Background: an optimization exercise with open tools, aiming at small area, a short achievable clock period and few clock cycles per item. Do not read the settings as production practice.
Function was not checked in any run shown here: the RTL went through the layout flow alone.
Power figures rest on the tool's default switching activity, not on a simulated workload.

==> design/flow/design.v <==
`timescale 1ns / 1ps
module acc_cpu(
	input clk,
	input rst,
	output [7:0] imem_addr,
	input [15:0] imem_rdata,
	output dmem_req,
	output dmem_we,
	output [7:0] dmem_addr,
	output [7:0] dmem_wdata,
	input dmem_ack,
	input [7:0] dmem_rdata,
	input [7:0] in_data,
	input in_valid,
	output in_ready,
	output [7:0] out_data,
	output out_valid,
	input out_ready,
	output halted,
	output [7:0] acc,
	output flag_c,
	output flag_z,
	output flag_v
);
localparam S_EXE = 3'b000;   
localparam S_RD1 = 3'b001;   
localparam S_RD2 = 3'b011;   
localparam S_ST  = 3'b010;   
localparam S_OVF = 3'b100;   
localparam S_MUL = 3'b101;   
localparam S_DIV = 3'b110;   
localparam S_HLT = 3'b111;   
reg [2:0] state;
reg [7:0] pc;        
reg [7:0] ACC;
reg C, Z, V;
reg [7:0] RET, IRET;
reg [3:0] HVPI;
reg [7:0] P;         
reg [2:0] cnt;       
reg mdone;           
wire exe = (state == S_EXE);
wire rd1 = (state == S_RD1);
wire rd2 = (state == S_RD2);
wire sst = (state == S_ST);
wire ovf = (state == S_OVF);
wire mul = (state == S_MUL);
wire div = (state == S_DIV);
wire rdv = rd1 | rd2;
wire [4:0] op = imem_rdata[15:11];
wire [2:0] md = imem_rdata[10:8];
wire [7:0] n = imem_rdata[7:0];
wire is_alu = (op[4:3] == 2'b00);
wire is_ld  = (op == 5'b01000);
wire is_st  = (op == 5'b01001);
wire is_shl = (op == 5'b01010);
wire is_shr = (op == 5'b01011);
wire is_in  = (op == 5'b01100);
wire is_out = (op == 5'b01101);
wire is_hlt = (op == 5'b01110);
wire is_hv  = (op == 5'b01111);
wire is_mul = (op == 5'b11000);
wire is_div = (op == 5'b11001);
wire is_br  = (op == 5'b11010);
wire is_bz  = (op == 5'b11011);
wire is_jsr = (op == 5'b11100);
wire is_rts = (op == 5'b11101);
wire is_rti = (op == 5'b11110);
wire is_bad = (op[4:3] == 2'b10) | (op == 5'b11111);
wire aluld = is_alu | is_ld;
wire bad_mode = aluld & (md[2] | (md[1] & md[0]));
wire m0 = (md == 3'd0);
wire rd = aluld & ~md[2] & (md[1] ^ md[0]);
wire hv0 = (HVPI == 4'd0);
wire ovf_en = hv0 | HVPI[0];
wire bi_en = hv0 | HVPI[1];
wire ba_en = hv0 | HVPI[2];
wire [7:0] a = div ? {P[6:0], ACC[7]} : ACC;
wire [7:0] b = rdv ? dmem_rdata : mul ? P : n;
wire [2:0] f = op[2:0];
wire [7:0] bx = b ^ {8{f[0]}};
wire [7:0] g0 = a & bx;
wire [7:0] p0 = a ^ bx;
wire [7:0] t0 = a | bx;
wire [7:0] G1, T1, G2, T2, G3;
assign G1[0] = g0[0] | (t0[0] & f[0]);
genvar gi;
generate for (gi = 1; gi < 8; gi = gi + 1) begin : pf1
	assign G1[gi] = g0[gi] | (t0[gi] & g0[gi-1]);
	assign T1[gi] = t0[gi] & t0[gi-1];
end endgenerate
assign G2[0] = G1[0];
assign G2[1] = G1[1] | (T1[1] & f[0]);
generate for (gi = 2; gi < 8; gi = gi + 1) begin : pf2
	assign G2[gi] = G1[gi] | (T1[gi] & (gi == 2 ? G1[0] : G1[gi-2]));
	if (gi >= 3) begin : t2
		assign T2[gi] = T1[gi] & T1[gi-2];
	end
end endgenerate
assign G3[0] = G2[0];
assign G3[1] = G2[1];
assign G3[2] = G2[2];
assign G3[3] = G2[3] | (T2[3] & f[0]);
generate for (gi = 4; gi < 8; gi = gi + 1) begin : pf3
	assign G3[gi] = G2[gi] | (T2[gi] & G3[gi-4]);
end endgenerate
wire [8:0] cy = {G3, f[0]};
wire c8 = cy[8];
wire [7:0] sum = p0 ^ cy[7:0];
reg [7:0] res;
always @(*) begin
	case (f[2:1])
	2'b00: res = sum;
	2'b01: res = a | bx;
	2'b10: res = a & bx;
	default: res = f[0] ? bx : ~a;
	endcase
end
wire vout = cy[7] ^ c8;
wire zsum = (p0 == {t0[6:0], f[0]});
wire zres = (f[2:1] == 2'b00) ? zsum : (res == 8'd0);
reg mbit, mnext;
always @(*) begin
	case (cnt)
	3'd0: begin mbit = n[0]; mnext = (n[7:2] == 6'd0); end
	3'd1: begin mbit = n[1]; mnext = (n[7:3] == 5'd0); end
	3'd2: begin mbit = n[2]; mnext = (n[7:4] == 4'd0); end
	3'd3: begin mbit = n[3]; mnext = (n[7:5] == 3'd0); end
	3'd4: begin mbit = n[4]; mnext = (n[7:6] == 2'd0); end
	3'd5: begin mbit = n[5]; mnext = ~n[7]; end
	default: begin mbit = n[cnt]; mnext = 1'b1; end
	endcase
end
wire dge = P[7] | c8;
wire nz = (n == 8'd0);
wire dq0 = (n == 8'd1) & ACC[7];    
wire ex_now = exe & aluld & m0;
wire ex_rd = (rd1 & ~md[1] | rd2) & dmem_ack;
wire ex = ex_now | ex_rd;
wire ex_alu = ex & is_alu;
wire ex_ld = ex & is_ld;
wire [7:0] pc1 = pc + 8'd1;
wire j_n   = exe & (is_br | (is_bz & Z) | is_jsr);
wire j_ret = exe & is_rts;
wire j_iret = exe & is_rti;
wire j_110 = exe & is_bad & bi_en;
wire j_120 = exe & bad_mode & ba_en;
wire stay_exe = rd | is_st | (is_in & ~in_valid) | (is_out & ~out_ready) | is_hlt | is_mul | is_div;
wire stall = (exe & stay_exe) | (rd1 & ~(dmem_ack & ~md[1])) | (rd2 & ~dmem_ack) |
	(sst & ~dmem_ack) | (mul & ~mdone) | (div & (cnt != 3'd7)) | (state == S_HLT);
wire jmp = j_n | j_ret | j_iret | j_110 | j_120 | ovf;
wire s_pc1 = ~stall & ~jmp;
wire [7:0] nxt = ({8{stall}} & pc) | ({8{s_pc1}} & pc1) | ({8{j_n}} & n) |
	({8{j_ret}} & RET) | ({8{j_iret}} & IRET) |
	({8{ovf}} & 8'd100) | ({8{j_110}} & 8'd110) | ({8{j_120}} & 8'd120);
assign imem_addr = nxt & {8{~rst}};
assign dmem_req = ~rst & ((exe & (rd | is_st)) | rdv | sst);
assign dmem_we = sst | (exe & is_st);
assign dmem_addr = rd2 ? P : n;
assign dmem_wdata = ACC;
assign in_ready = ~rst & exe & is_in;
assign out_valid = ~rst & exe & is_out;
assign out_data = ACC;
assign halted = (state == S_HLT);
assign acc = ACC;
assign flag_c = C;
assign flag_z = Z;
assign flag_v = V;
wire div_any = exe & is_div & ~nz & c8;     
wire d4 = (n[7:4] != 4'd0) | (ACC[7:4] < n[3:0]);
wire div_go = div_any & ~d4;
wire div_4 = div_any & d4;
wire div_0 = exe & is_div & ~nz & ~c8;      
wire div_ff = exe & is_div & nz;            
wire acc_res = ex_alu | (mul & mbit);
wire acc_b = ex_ld;
wire acc_in = exe & is_in & in_valid;
wire acc_shl = (exe & is_shl) | div | div_go;
wire acc_sh4 = div_4;
wire acc_shr = exe & is_shr;
wire acc_ff = div_ff;
wire acc_clr = div_0 | (exe & is_mul & ~n[0]);
wire acc_keep = ~(acc_res | acc_b | acc_in | acc_shl | acc_shr | acc_ff | acc_clr | acc_sh4);
wire shl_in = div ? dge : div_go & dq0;
wire [7:0] acc_nx = ({8{acc_res}} & res) | ({8{acc_b}} & b) | ({8{acc_in}} & in_data) |
	({8{acc_shl}} & {ACC[6:0], shl_in}) | ({8{acc_shr}} & {1'b0, ACC[7:1]}) | ({8{acc_sh4}} & {ACC[3:0], 4'd0}) |
	{8{acc_ff}} | ({8{acc_keep}} & ACC);
wire p_ptr = rd1 & dmem_ack;
wire p_sub = div & dge;
wire p_shift = mul | (div & ~dge);
wire p_mstart = exe & is_mul;
wire p_dfirst = div_go;
wire p_keep = ~(p_ptr | p_sub | p_shift | p_mstart | p_dfirst | div_0 | div_4);
wire [7:0] p_nx = ({8{p_ptr}} & dmem_rdata) | ({8{p_sub}} & sum) |
	({8{p_shift}} & {P[6:0], div & ACC[7]}) | ({8{p_mstart}} & {ACC[6:0], 1'b0}) |
	{7'd0, p_dfirst & ACC[7] & ~dq0} | {4'd0, {4{div_4}} & ACC[7:4]} | ({8{p_keep}} & P);
reg [2:0] st_nx;
always @(*) begin
	st_nx = state;
	case (state)
	S_EXE: begin
		if (ex_now) st_nx = (is_alu & vout & ovf_en) ? S_OVF : S_EXE;
		else if (rd) st_nx = S_RD1;
		else if (is_st) st_nx = S_ST;
		else if (is_hlt) st_nx = S_HLT;
		else if (is_mul) st_nx = S_MUL;
		else if (is_div) st_nx = S_DIV;
	end
	S_RD1: if (dmem_ack) st_nx = md[1] ? S_RD2 : (is_alu & vout & ovf_en) ? S_OVF : S_EXE;
	S_RD2: if (dmem_ack) st_nx = (is_alu & vout & ovf_en) ? S_OVF : S_EXE;
	S_ST: if (dmem_ack) st_nx = S_EXE;
	S_OVF: st_nx = S_EXE;
	S_MUL: if (mdone) st_nx = S_EXE;
	S_DIV: if (cnt == 3'd7) st_nx = S_EXE;
	default: st_nx = state;
	endcase
end
always @(posedge clk) begin
	pc <= imem_addr;
	P <= p_nx;
	mdone <= mnext;
	if (rst) begin
		state <= S_EXE;
		ACC <= 8'd0;
		C <= 1'b0;
		Z <= 1'b0;
		V <= 1'b0;
		RET <= 8'd0;
		IRET <= 8'd0;
		HVPI <= 4'd0;
		cnt <= 3'd0;
	end else begin
		state <= st_nx;
		ACC <= acc_nx;
		if (ex_alu) begin
			C <= c8;
			Z <= zres;
			V <= vout;
		end
		if ((ex_alu & vout & ovf_en) | j_110 | j_120) IRET <= pc1;
		if (exe & is_jsr) RET <= pc1;
		if (exe & is_hv) HVPI <= n[3:0];
		if (div_0 | div_ff) cnt <= 3'd7;
		else if (div_4) cnt <= 3'd4;
		else if ((exe & is_mul) | div_go | div | (mul & ~mdone)) cnt <= cnt + 3'd1;
		else if (mul) cnt <= 3'd0;
	end
end
endmodule
==> design/flow/flow/run.sh <==
#!/bin/bash
# Standard layout, with plain buf_1 cells as the port buffers.
bash standard.sh 'BUFFER_PORTS_ARGS=-buffer_cell sky130_fd_sc_hd__buf_1' > standard.log 2>&1
==> design/flow/standard.sh <==
#!/bin/bash
# synth_recipe.tcl (not shown) runs the flow's synth.tcl, then flattens the netlist and writes it again
# the make line also repeats each setting of config.mk as NAME=value (left out here)
make -C /OpenROAD-flow-scripts/flow DESIGN_CONFIG=/design/flow/config.mk WORK_HOME=/design/flow/orfs CLKGATE_MAP_FILE= SYNTH_SCRIPT=/design/flow/synth_recipe.tcl "${@:-finish}"
==> design/flow/config.mk <==
export PLATFORM = sky130hd
export DESIGN_NAME = acc_cpu
export DESIGN_NICKNAME = acc_cpu
export VERILOG_FILES = /design/flow/design.v
export SDC_FILE = /design/flow/constraint.sdc
export NUM_CORES = 4
export LEC_CHECK = 0
export CAP_MARGIN = 20
export CORE_MARGIN = 2
export CORE_UTILIZATION = 40
export PLACE_DENSITY = 0.6
export SETUP_SLACK_MARGIN = 2.3
export SLEW_MARGIN = 20
==> design/flow/constraint.sdc <==
create_clock -name core_clock -period 7.0 [get_ports {clk}]
set_input_delay 1.4000 -clock core_clock [delete_from_list [all_inputs] [get_ports {clk}]]
set_output_delay 1.4000 -clock core_clock [all_outputs]
set_load 0.01 [all_outputs]
==> results.txt, run 1 <==
vias in the first global route=about 5,300; Syn Nets=731; crit path setup slack, layout=~2.2 ns; number of antenna violations at the first check in global routing=0; arrival time worst endpoint=roughly 3.4 ns; maximum fanout encountered on the critical timing path=8; data required time of the critical path=approximately 5.6 ns; multi-input logic area=0.00369 mm^2; Worst path slowest cell=and3b_2; Total Routing Usage GR=0.281; Initial Util=0.407; Sequential Area=0.00108 mm^2; Routed met1 length=7950 um; average wire length per cell after detail routing=~21 um; wire length of the first global-routing pass=29,400 um; floorplan die height=about 120 um; final hold violations=0; Slew Limit Headroom=0.422; number of sinks on the clock net=54; summed negative setup slack over all endpoints=0 ns; result of the run=complete, no violations; path type of the worst setup path=input port to output pin; maximum number of pins on one net before global-route repair=51; final WL=19,000 um; final routed DRC violation total=0; Hold Path Depth=2; critical path, cell by cell=buf_8 -> buf_6 -> o31a_1 -> nor4b_4 -> a21o_1 -> nor3_2 -> o21ai_2 -> and3b_2 -> a221oi_2 -> nor2_1 -> buf_2; number of violations of the max-capacitance limit=0; 1st-pass router iterations=9; worst setup skew after layout=0.0107 ns; buffer levels on the longest clock path=2; number of buffer cells added on primary ports=84; most used standard cell by instance count after synthesis=nor2_1; P per Cell Area=238 mW/mm^2; r2r setup slk=2.69 ns; Post-CTS Hold Buffers=0; cell taking the most area after synthesis=dfxtp_1; Syn-to-layout area delta=15.7%; syn_area_per_cell=about 7.6 um^2; clock buffer count from CTS=5; leakage power=between 2 and 2.5 nW; class of the most critical hold timing path=flip-flop to flip-flop; Yosys reg bits=between 50 and 60; Worst Hold Launch=IRET[1]; total via count after detailed routing=5,563; detailed-placement wirelength estimate=14,000 um; number of inserted diodes=0; IO Pins=85; Final Critical Period=approximately 4.8 ns; number of enable flip-flop cells after synthesis=0; number of cells on the worst reg-to-reg path=15; dominant cells by area after synthesis=dfxtp_1 (21%), ha_1 (6.9%), mux2i_1 (5.1%); latest clock arrival within the worst-skew pair=0.31 ns; met2 wire length=8430 um; count of distinct cell types in the synthesized netlist=73; Synth top cells by count=nor2_1 (69), nand2_1 (59), dfxtp_1 (54); die area=between 0.01 and 0.015 mm^2; ratio of cells with drive above 1 in the final layout=0.156; fin. max-slew vios=0; highest attainable clock frequency=0.210 GHz; antenna-violating nets left=0; Iter 0 DRT Violations=approximately 600; cell total after placement=879; top routing layer in use=met4; final setup violating endpoints=0; Die X-Extent=117 um; biggest cell delay along the critical path=0.32 ns; sequential fraction of the synthesis area=0.212; share of flip-flops with an asynchronous set or reset=0; fill cell instance count of the final layout=1,277; launch instance of the worst register-to-register path=state[1]; NumNets Final=around 800; Critical path origin=imem_rdata[12]; slew at the pin closest to its max-slew limit=0.860 ns; top cell type's share of synthesized area=0.212; synthesized instance count=666; period utilisation layout=0.680; hold worst-path end=IRET[1]; Clock transition at path regs=roughly 0.07 ns; core outline area=0.0125 mm^2; total number of yosys warnings=1; total length of routed met3 wires=~1700 um; Reg-to-Reg End=ACC[2]; TritonCTS clock tree=built; Cell Count, Final, Fillers Out=a little over 900; final weighted congestion of routability-driven global placement=0.977; cell area after synthesis=a little over 0.005 mm^2; critical path launch point type=input port; H-Tree Depth=2; type of destination of the critical path=output pin; RSZ-0062 raised after global routing=true; post-place setup slack=approximately 1.6 ns; Avg Vias per Cell=6.13; most instantiated flip-flop cell in the synthesis netlist=dfxtp_1; Overflow after GRT=0; Placement Rows=41; CTS Root Buffer Type=clkbuf_16; Max rail drop VDD=278 uV
==> worst max-delay path, delay by kind of cell <==
kind | cells | cell delay [ns]
AND/OR/NAND/NOR | 4 | 0.69
AO/OA/AOI/OAI | 4 | 0.88
buffers and inverters | 3 | 0.39
==> area by class of cell <==
class / instances / area share
clock inverters: 3 / 0.00446
well taps: 172 / 0.0365
multi-input cells: 520 / 0.627
repair buffers: 112 / 0.101
flip-flops and latches: 54 / 0.184
inverters: 41 / 0.0261
clock buffers: 5 / 0.0212
==> through the flow <==
step | power (mW) | hold slack, ns | util | area [um^2]
after floorplan | 0.894 | 0.459 | - | 5100
after global placement | 1.05 | 0.472 | 0.432 | 5400
after detailed placement | 1.05 | 0.486 | 0.432 | 5400
after CTS | 1.37 | 0.502 | 0.462 | 5780
after global routing | 1.49 | 0.543 | 0.471 | 5890
final | 1.40 | 0.504 | 0.471 | 5890
==> cell usage in the layout (no fill, tap or decap), drive strengths merged, types with 4 or more instances in the layout <==
cell type | Yosys | routed
a21oi | 40 | 40
a222oi | 10 | 10
ha | 28 | 28
a211oi | 11 | 11
and2 | 4 | 4
xor2 | 5 | 5
nand2b | 15 | 15
nor2 | 71 | 71
a221oi | 23 | 23
xnor2 | 25 | 25
nor4 | 8 | 8
o21ai | 34 | 34
or2 | 5 | 5
buf | 30 | 104
a31o | 4 | 4
o211ai | 5 | 5
a22o | 4 | 4
o22ai | 10 | 10
mux2 | 13 | 13
dfxtp | 54 | 54
nand2 | 59 | 59
o31ai | 6 | 6
inv | 41 | 43
nand3 | 23 | 23
mux2i | 27 | 27
nor2b | 8 | 8
clkbuf | 21 | 13
nor3 | 20 | 20
or3 | 4 | 4
a31oi | 7 | 7
a22oi | 6 | 6
==> sequential cells by signal (all words and copies together) (netlist names) <==
name   cells
ACC        8
IRET       8
P          8
RET        8
pc         8
HVPI       4
cnt        3
state      3
C          1
V          1
Z          1
mdone      1
==> layer usage <==
metal  vias up  GRT usage
met5         -          0
met1      2588      0.369
met2       346      0.442
li1       2566          -
met4         0      0.144
met3        63     0.0525
==> kinds of logic after synthesis <==
family / Yosys count / synth area share
buffers and inverters: 92 / 0.0870
flip-flops: 54 / 0.212
adder cells (fa/ha/maj): 28 / 0.0688
multiplexers: 43 / 0.0959
XOR/XNOR: 30 / 0.0516
AO/OA/AOI/OAI: 185 / 0.252
AND/OR/NAND/NOR: 234 / 0.232
==> worst max path at each step <==
stage	to	slack, ns	depth (start not counted)
5_1_grt	imem_addr[6]	2.11	11
3_5_place_dp	imem_addr[3]	1.56	10
4_1_cts	imem_addr[6]	2.14	11
6_report	imem_addr[6]	2.24	11
3_3_place_gp	imem_addr[6]	1.65	10
2_1_floorplan	imem_addr[1]	2.35	10
==> power by group <==
| group | total, mW | internal [mW] | leakage (nW) | switching (mW) |
|---|---|---|---|---|
| Combinational | 0.687 | 0.273 | 1.77 | 0.414 |
| Clock | 0.267 | 0.136 | 0.0748 | 0.130 |
| Sequential | 0.448 | 0.364 | 0.440 | 0.0838 |
| Total | 1.40 | 0.774 | 2.28 | 0.628 |
==> what timing repair did <==
action | in CTS | in global routing
pin swaps | 10 | 8
setup buffers | 10 | 10
endpoints found under the setup margin | 35 | 31
gates resized for setup | 41 | 18
==> run 2: changes to the inputs <==
--- a/design/flow/design.v
+++ b/design/flow/design.v
@@ -73,2 +73,4 @@
 wire rd = aluld & ~md[2] & (md[1] ^ md[0]);
+wire needmem = rd | is_st;
+wire go = exe | (sst & dmem_ack & ~needmem);
 wire hv0 = (HVPI == 4'd0);
@@ -136,3 +138,3 @@
 wire dq0 = (n == 8'd1) & ACC[7];    
-wire ex_now = exe & aluld & m0;
+wire ex_now = go & aluld & m0;
 wire ex_rd = (rd1 & ~md[1] | rd2) & dmem_ack;
@@ -142,10 +144,10 @@
 wire [7:0] pc1 = pc + 8'd1;
-wire j_n   = exe & (is_br | (is_bz & Z) | is_jsr);
-wire j_ret = exe & is_rts;
-wire j_iret = exe & is_rti;
-wire j_110 = exe & is_bad & bi_en;
-wire j_120 = exe & bad_mode & ba_en;
-wire stay_exe = rd | is_st | (is_in & ~in_valid) | (is_out & ~out_ready) | is_hlt | is_mul | is_div;
-wire stall = (exe & stay_exe) | (rd1 & ~(dmem_ack & ~md[1])) | (rd2 & ~dmem_ack) |
-	(sst & ~dmem_ack) | (mul & ~mdone) | (div & (cnt != 3'd7)) | (state == S_HLT);
+wire j_n   = go & (is_br | (is_bz & Z) | is_jsr);
+wire j_ret = go & is_rts;
+wire j_iret = go & is_rti;
+wire j_110 = go & is_bad & bi_en;
+wire j_120 = go & bad_mode & ba_en;
+wire stay_exe = rd | (is_in & ~in_valid) | (is_out & ~out_ready) | is_hlt | is_mul | is_div;
+wire stall = (go & stay_exe) | (rd1 & ~(dmem_ack & ~md[1])) | (rd2 & ~dmem_ack) |
+	(sst & ~go) | (mul & ~mdone) | (div & (cnt != 3'd7)) | (state == S_HLT);
 wire jmp = j_n | j_ret | j_iret | j_110 | j_120 | ovf;
@@ -156,8 +158,8 @@
 assign imem_addr = nxt & {8{~rst}};
-assign dmem_req = ~rst & ((exe & (rd | is_st)) | rdv | sst);
+assign dmem_req = ~rst & ((exe & needmem) | rdv | sst);
 assign dmem_we = sst | (exe & is_st);
-assign dmem_addr = rd2 ? P : n;
+assign dmem_addr = (rd2 | sst) ? P : n;
 assign dmem_wdata = ACC;
-assign in_ready = ~rst & exe & is_in;
-assign out_valid = ~rst & exe & is_out;
+assign in_ready = ~rst & go & is_in;
+assign out_valid = ~rst & go & is_out;
 assign out_data = ACC;
@@ -168,20 +170,16 @@
 assign flag_v = V;
-wire div_any = exe & is_div & ~nz & c8;     
-wire d4 = (n[7:4] != 4'd0) | (ACC[7:4] < n[3:0]);
-wire div_go = div_any & ~d4;
-wire div_4 = div_any & d4;
-wire div_0 = exe & is_div & ~nz & ~c8;      
-wire div_ff = exe & is_div & nz;            
+wire div_go = go & is_div & ~nz & c8;      
+wire div_0 = go & is_div & ~nz & ~c8;      
+wire div_ff = go & is_div & nz;            
 wire acc_res = ex_alu | (mul & mbit);
 wire acc_b = ex_ld;
-wire acc_in = exe & is_in & in_valid;
-wire acc_shl = (exe & is_shl) | div | div_go;
-wire acc_sh4 = div_4;
-wire acc_shr = exe & is_shr;
+wire acc_in = go & is_in & in_valid;
+wire acc_shl = (go & is_shl) | div | div_go;
+wire acc_shr = go & is_shr;
 wire acc_ff = div_ff;
-wire acc_clr = div_0 | (exe & is_mul & ~n[0]);
-wire acc_keep = ~(acc_res | acc_b | acc_in | acc_shl | acc_shr | acc_ff | acc_clr | acc_sh4);
+wire acc_clr = div_0 | (go & is_mul & ~n[0]);
+wire acc_keep = ~(acc_res | acc_b | acc_in | acc_shl | acc_shr | acc_ff | acc_clr);
 wire shl_in = div ? dge : div_go & dq0;
 wire [7:0] acc_nx = ({8{acc_res}} & res) | ({8{acc_b}} & b) | ({8{acc_in}} & in_data) |
-	({8{acc_shl}} & {ACC[6:0], shl_in}) | ({8{acc_shr}} & {1'b0, ACC[7:1]}) | ({8{acc_sh4}} & {ACC[3:0], 4'd0}) |
+	({8{acc_shl}} & {ACC[6:0], shl_in}) | ({8{acc_shr}} & {1'b0, ACC[7:1]}) |
 	{8{acc_ff}} | ({8{acc_keep}} & ACC);
@@ -190,8 +188,9 @@
 wire p_shift = mul | (div & ~dge);
-wire p_mstart = exe & is_mul;
+wire p_mstart = go & is_mul;
 wire p_dfirst = div_go;
-wire p_keep = ~(p_ptr | p_sub | p_shift | p_mstart | p_dfirst | div_0 | div_4);
+wire p_st = go & is_st;
+wire p_keep = ~(p_ptr | p_sub | p_shift | p_mstart | p_dfirst | div_0 | p_st);
 wire [7:0] p_nx = ({8{p_ptr}} & dmem_rdata) | ({8{p_sub}} & sum) |
 	({8{p_shift}} & {P[6:0], div & ACC[7]}) | ({8{p_mstart}} & {ACC[6:0], 1'b0}) |
-	{7'd0, p_dfirst & ACC[7] & ~dq0} | {4'd0, {4{div_4}} & ACC[7:4]} | ({8{p_keep}} & P);
+	{7'd0, p_dfirst & ACC[7] & ~dq0} | ({8{p_st}} & n) | ({8{p_keep}} & P);
 reg [2:0] st_nx;
@@ -199,4 +198,3 @@
 	st_nx = state;
-	case (state)
-	S_EXE: begin
+	if (go) begin
 		if (ex_now) st_nx = (is_alu & vout & ovf_en) ? S_OVF : S_EXE;
@@ -207,3 +205,4 @@
 		else if (is_div) st_nx = S_DIV;
-	end
+		else st_nx = S_EXE;
+	end else case (state)
 	S_RD1: if (dmem_ack) st_nx = md[1] ? S_RD2 : (is_alu & vout & ovf_en) ? S_OVF : S_EXE;
@@ -240,7 +239,6 @@
 		if ((ex_alu & vout & ovf_en) | j_110 | j_120) IRET <= pc1;
-		if (exe & is_jsr) RET <= pc1;
-		if (exe & is_hv) HVPI <= n[3:0];
+		if (go & is_jsr) RET <= pc1;
+		if (go & is_hv) HVPI <= n[3:0];
 		if (div_0 | div_ff) cnt <= 3'd7;
-		else if (div_4) cnt <= 3'd4;
-		else if ((exe & is_mul) | div_go | div | (mul & ~mdone)) cnt <= cnt + 3'd1;
+		else if ((go & is_mul) | div_go | div | (mul & ~mdone)) cnt <= cnt + 3'd1;
 		else if (mul) cnt <= 3'd0;
--- a/design/flow/config.mk
+++ b/design/flow/config.mk
@@ -11,3 +11,3 @@
 export PLACE_DENSITY = 0.6
-export SETUP_SLACK_MARGIN = 2.3
+export SETUP_SLACK_MARGIN = 2.5
 export SLEW_MARGIN = 20
==> results.txt, run 2 <==
number of enable flip-flop cells after synthesis=0; NumNets Final=816; Slew Limit Headroom=0.424; launch instance of the worst register-to-register path=state[0]; Yosys reg bits=54; detailed-placement wirelength estimate=14,700 um; IO Pins=85; critical path launch point type=input port; total via count after detailed routing=5,936; most common cell after layout, fill and taps aside=nor2_1; share of flip-flops with an asynchronous set or reset=0; Iter 0 DRT Violations=a little under 700; maximum number of pins on one net before global-route repair=48; Initial Util=0.412; number of violations of the max-capacitance limit=0; 1st-pass router iterations=8; number of buffer cells added on primary ports=84; Syn Nets=750; average wire length per cell after detail routing=21.7 um; leakage power=around 2.4 nW; Syn-to-layout area delta=18.1%; arrival time worst endpoint=3.68 ns; biggest cell delay along the critical path=0.48 ns; most instantiated flip-flop cell in the synthesis netlist=dfxtp_1; Hold Path Depth=2; period utilisation layout=0.726; Worst path most repeated cell=buf_2; RSZ-0062 raised after global routing=true; Cell Count, Final, Fillers Out=927; Synth top cells by count=nor2_1 (84), nand2_1 (57), dfxtp_1 (54); wire length of the first global-routing pass=30,900 um; ratio of cells with drive above 1 in the final layout=0.177; clock share of power=0.197; Max rail drop VDD=139 uV; Overflow after GRT=0; final WL=20,100 um; sequential group share of total power=0.314; cell total after placement=900; final setup violating endpoints=0; Worst path slowest cell=or4_4; Reg-to-Reg End=IRET[7]; CTS Root Buffer Type=clkbuf_16; hold worst-path end=C; critical path, cell by cell=buf_2 -> buf_12 -> nand2_1 -> a2111oi_4 -> nor2_4 -> a22o_4 -> or4_4 -> nand2b_4 -> a311oi_2 -> buf_2; worst setup skew after layout=0.00637 ns; cell area reported after detailed placement=0.00561 mm^2; TritonCTS clock tree=built; final hold violations=0; final routed DRC violation total=0; number of antenna violations at the first check in global routing=0; final weighted congestion of routability-driven global placement=about 1.0; summed negative setup slack over all endpoints=0 ns; syn_area_per_cell=7.58 um^2; number of cells on the worst reg-to-reg path=14; total number of yosys warnings=1; Placement Rows=41; dominant cells by area after synthesis=dfxtp_1 (21%), nor2_1 (6.0%), ha_1 (6.0%); antenna-violating nets left=0; Total Power=1.39 mW; Total Routing Usage GR=0.277; fill cell instance count of the final layout=1,269; slew at the pin closest to its max-slew limit=0.860 ns; class of the most critical hold timing path=flip-flop to flip-flop; sequential fraction of the synthesis area=0.207; net switching fraction of the power=0.445; buffer levels on the longest clock path=2; Clock transition at path regs=0.08 ns; r2r setup slk=2.64 ns; Internal=771 uW; Combinational Power Share=0.489; result of the run=complete, no violations; number of sinks on the clock net=54; most used standard cell by instance count after synthesis=nor2_1; vias in the first global route=5,594; top cell type's share of synthesized area=0.207; met2 wire length=8860 um; Hold WS=0.495 ns; cell area after synthesis=between 0.005 and 0.006 mm^2; number of inserted diodes=0; commonest non-fill, non-tap cells in the layout=nor2_1 (80), buf_1 (64), nand2_1 (57); type of destination of the critical path=output pin; Avg Vias per Cell=6.40; synthesized instance count=688; Routed met1 length=8550 um; clock buffer count from CTS=5; Layout Utilization=0.486; count of distinct cell types in the synthesized netlist=81; Final Critical Period=5.08 ns; P per Cell Area=approximately 230 mW/mm^2; data required time of the critical path=5.60 ns; Die X-Extent=118 um; floorplan die height=118 um; latest clock arrival within the worst-skew pair=0.31 ns; top routing layer in use=met4; maximum fanout encountered on the critical timing path=6; core outline area=0.0127 mm^2; path type of the worst setup path=input port to output pin; final std cell area, no fill=0.00616 mm^2; fin. max-slew vios=0; highest attainable clock frequency=0.197 GHz; crit path setup slack, layout=1.92 ns; cell taking the most area after synthesis=dfxtp_1; total length of routed met3 wires=approximately 1800 um; Psw=617 uW; post-place setup slack=1.26 ns; die area=0.0140 mm^2; Worst Hold Launch=C; H-Tree Depth=2
-- run 2: power by group through the flow --
stage	combinational, mW	clock (mW)	sequential (mW)
6_report	0.678	0.274	0.436
5_1_grt	0.730	0.289	0.445
4_1_cts	0.643	0.276	0.434
3_5_place_dp	0.593	0	0.440
3_3_place_gp	0.588	0	0.437
2_1_floorplan	0.454	0	0.411
-- run 2: routing by layer --
| layer | vias to the layer above | global-route usage |
|---|---|---|
| met5 | - | 0 |
| met4 | 0 | 0.146 |
| met3 | 69 | 0.0478 |
| met2 | 378 | 0.425 |
| met1 | 2799 | 0.370 |
| li1 | 2690 | - |
-- run 2: repair_timing --
item	4_1_cts	5_1_grt
setup endpoints to repair	28	25
resized for setup	46	23
setup buffers	11	5
cloned	2	1
pin swaps	8	7
hold buffers	0	0
hold endpoints to repair	0	0
-- run 2: layout make-up --
type,count,area (um^2),share of cell area
repair buffers,112,631,0.102
clock inverters,3,28.8,0.00467
flip-flops and latches,54,1080,0.175
multi-input cells,542,3920,0.636
well taps,172,215,0.0349
inverters,39,163,0.0264
clock buffers,5,125,0.0203
-- run 2: cell families (layout without fill, tap and decap cells) --
group,after synthesis,in the layout,synth area share
xor+xnor,30,30,0.0504
mux,29,29,0.0662
compound gates,223,223,0.317
simple gates,234,235,0.215
fa+ha+maj,25,25,0.0600
flops,54,54,0.207
buf+inv,93,159,0.0840
-- run 2: worst max path at each step --
stage | to | slack (ns) | from
floorplan | imem_addr[2] | 1.98 | imem_rdata[8]
global placement | imem_addr[6] | 1.36 | imem_rdata[9]
detailed placement | imem_addr[2] | 1.26 | imem_rdata[9]
CTS | imem_addr[7] | 1.93 | imem_rdata[9]
global route | imem_addr[7] | 1.83 | imem_rdata[9]
finish | imem_addr[7] | 1.92 | imem_rdata[11]
-- run 2: worst max-delay path, delay by kind of cell --
kind | cells | cell delay (ns)
compound gates | 3 | 1.02
buf+inv | 3 | 0.47
simple gates | 4 | 0.79
==> run 3: changes to the inputs <==
--- a/design/flow/config.mk
+++ b/design/flow/config.mk
@@ -11,3 +11,3 @@
 export PLACE_DENSITY = 0.6
-export SETUP_SLACK_MARGIN = 2.5
+export SETUP_SLACK_MARGIN = 2.3
 export SLEW_MARGIN = 20
==> results.txt, run 3 <==
syn_area_per_cell=between 7 and 8 um^2; sequential fraction of the synthesis area=0.207; Total Routing Usage GR=0.278; Worst path slowest cell=or4_4; cell taking the most area after synthesis=dfxtp_1; type of destination of the critical path=output pin; 1st-pass router iterations=7; Total Power=roughly 1.4 mW; count of distinct cell types in the synthesized netlist=81; final WL=20,000 um; commonest non-fill, non-tap cells in the layout=nor2_1 (82), buf_1 (68), nand2_1 (57); number of enable flip-flop cells after synthesis=0; NumNets Final=825; arrival time worst endpoint=3.72 ns; Layout Utilization=0.487; number of antenna violations at the first check in global routing=0; Avg Vias per Cell=6.32; met1 global-route usage=0.389; cell area after synthesis=0.00522 mm^2; Syn Nets=750; number of buffer cells added on primary ports=84; result of the run=complete, no violations; H-Tree Depth=2; final weighted congestion of routability-driven global placement=between 1 and 1.5; worst setup skew after layout=0.00979 ns; number of inserted diodes=0; wire length of the first global-routing pass=31,100 um; most common cell after layout, fill and taps aside=nor2_1; critical path launch point type=input port; most instantiated flip-flop cell in the synthesis netlist=dfxtp_1; slew at the pin closest to its max-slew limit=around 0.9 ns; antenna-violating nets left=0; Overflow after GRT=0; most used standard cell by instance count after synthesis=nor2_1; class of the most critical hold timing path=flip-flop to flip-flop; critical path, cell by cell=buf_8 -> inv_8 -> ha_4 -> nand2b_4 -> a2111oi_4 -> nor2_4 -> a22o_4 -> or4_4 -> nand2b_4 -> a311oi_2 -> buf_2; Synth top cells by count=nor2_1 (84), nand2_1 (57), dfxtp_1 (54); share of flip-flops with an asynchronous set or reset=0; Yosys reg bits=54; maximum fanout encountered on the critical timing path=5; top cell type's share of synthesized area=0.207; final routed DRC violation total=0; met2 Usage GRT=0.439; highest attainable clock frequency=roughly 0.20 GHz; Clock transition at path regs=0.07 ns; core outline area=between 0.01 and 0.015 mm^2; CTS Root Buffer Type=clkbuf_16; final setup violating endpoints=0; detailed-placement wirelength estimate=14,800 um; Max rail drop VDD=135 uV; number of violations of the max-capacitance limit=0; Worst path most repeated cell=nand2b_4; GR Layer Usage met3=0.0396; clock buffer count from CTS=5; Initial Util=0.412; Die X-Extent=118 um; IO Pins=85; period utilisation layout=0.732; dominant cells by area after synthesis=dfxtp_1 (21%), nor2_1 (6.0%), ha_1 (6.0%); Placement Rows=41; path type of the worst setup path=input port to output pin; Final Critical Period=5.12 ns; buffer levels on the longest clock path=2; biggest cell delay along the critical path=0.58 ns; post-place setup slack=1.27 ns; latest clock arrival within the worst-skew pair=0.31 ns; fin. max-slew vios=0; total number of yosys warnings=1; average wire length per cell after detail routing=21.4 um; RSZ-0062 raised after global routing=true; ratio of cells with drive above 1 in the final layout=0.170; Iter 0 DRT Violations=788; number of sinks on the clock net=54; Post-CTS Hold Buffers=0; total via count after detailed routing=about 5,900; floorplan die height=around 120 um; synthesized instance count=688; TritonCTS clock tree=built; Slew Limit Headroom=0.400; data required time of the critical path=5.60 ns; leakage power=2.36 nW; maximum number of pins on one net before global-route repair=48; summed negative setup slack over all endpoints=0 ns; Syn-to-layout area delta=18.2%; vias in the first global route=5,432; final hold violations=0; P per Cell Area=between 200 and 250 mW/mm^2; Most Used Layer, Global Route=met2; crit path setup slack, layout=1.88 ns; die area=between 0.01 and 0.015 mm^2
run 3: layout make-up:
cell class              count  area [um^2]
repair buffers            121          662
clock inverters             3         26.3
inverters                  39          163
clock buffers               5          125
well taps                 172          215
flip-flops and latches     54         1080
multi-input cells         542         3890
fillers                  1294         6500
run 3: repair_timing:
action                                 in CTS  in global routing
setup endpoints to repair                  20                 24
endpoints found under the hold margin       0                  0
gates cloned                                2                  0
pin swaps                                  13                  1
setup buffers                              13                 10
gates resized for setup                    39                 14
run 3: worst paths after layout:
check	start	to	slack, ns	cells after the start
max	imem_rdata[9]	imem_addr[7]	1.88	11
min	C	C	0.50	2
max reg2reg	state[0]	Z	2.65	14
min reg2reg	C	C	0.50	2
run 3: per-stage QoR:
stage / instances / hold WS, ns / cell area [um^2]
floorplan: 688 / 0.459 / 5300
global placement: 903 / 0.472 / 5630
detailed placement: 903 / 0.487 / 5630
CTS: 926 / 0.507 / 6010
global route: 936 / 0.520 / 6170
finish: 936 / 0.500 / 6170
run 3: power by group:
group          leakage (nW)  switching [mW]  internal (mW)
clock                0.0748           0.129          0.136
sequential            0.442          0.0825          0.360
combinational          1.85           0.391          0.274
total                  2.36           0.602          0.770
run 3: worst max-delay path, delay by kind of cell:
family	cells	cell delay, ns
and+or+nand+nor	4	0.87
AOI/OAI and AO/OA	3	0.88
buffers and inverters	3	0.30
adders and majority gates	1	0.27
run 3: layer usage:
metal	up-vias	wire, um
met2	333	9170
met1	2825	8770
met4	0	487
li1	2723	-
met5	-	0
met3	38	1560
run 3: kinds of logic (layout without fill, tap and decap cells):
family / after synthesis / in the layout / synth area share
AO/OA/AOI/OAI: 223 / 223 / 0.317
buffers and inverters: 93 / 168 / 0.0840
flip-flops: 54 / 54 / 0.207
multiplexers: 29 / 29 / 0.0662
XOR/XNOR: 30 / 30 / 0.0504
adder cells (fa/ha/maj): 25 / 25 / 0.0600
AND/OR/NAND/NOR: 234 / 235 / 0.215

## static timing again, ports no longer ideal
In the flow no input, the clock included, has a driving cell. The finished layouts below were timed again as built, in two steps. Step 1, drivers: a clkbuf_16 drives clk and a buf_2 each remaining input, both assumed. Step 2 moves the port delays by t, midway between the first and last clock arrival at a register: inputs arrive t later, outputs are due t later. That takes back most of the time a late clock gives input paths. a / b / c = ideal ports / drivers / drivers and shift; a / b = the first two.
| run | t, ns | setup WS [ns] | clock arrival spread, ns | worst register clock-pin slew, ns | worst data-port slew with drivers (ns) |
|---|---|---|---|---|---|
| run 1 | 0.345 | 2.240 / 2.188 / 2.188 | 0.010 / 0.011 | 0.08 / 0.08 | 0.07 |
| run 2 | 0.342 | 1.918 / 1.873 / 1.873 | 0.006 / 0.007 | 0.08 / 0.08 | 0.05 |
| run 3 | 0.342 | 1.875 / 1.827 / 1.827 | 0.010 / 0.010 | 0.08 / 0.08 | 0.05 |
After both steps every run listed still meets setup and hold. The setup slack of run 1, which loses most, moves by -0.052 ns with the drivers and by -0.052 ns with both steps.
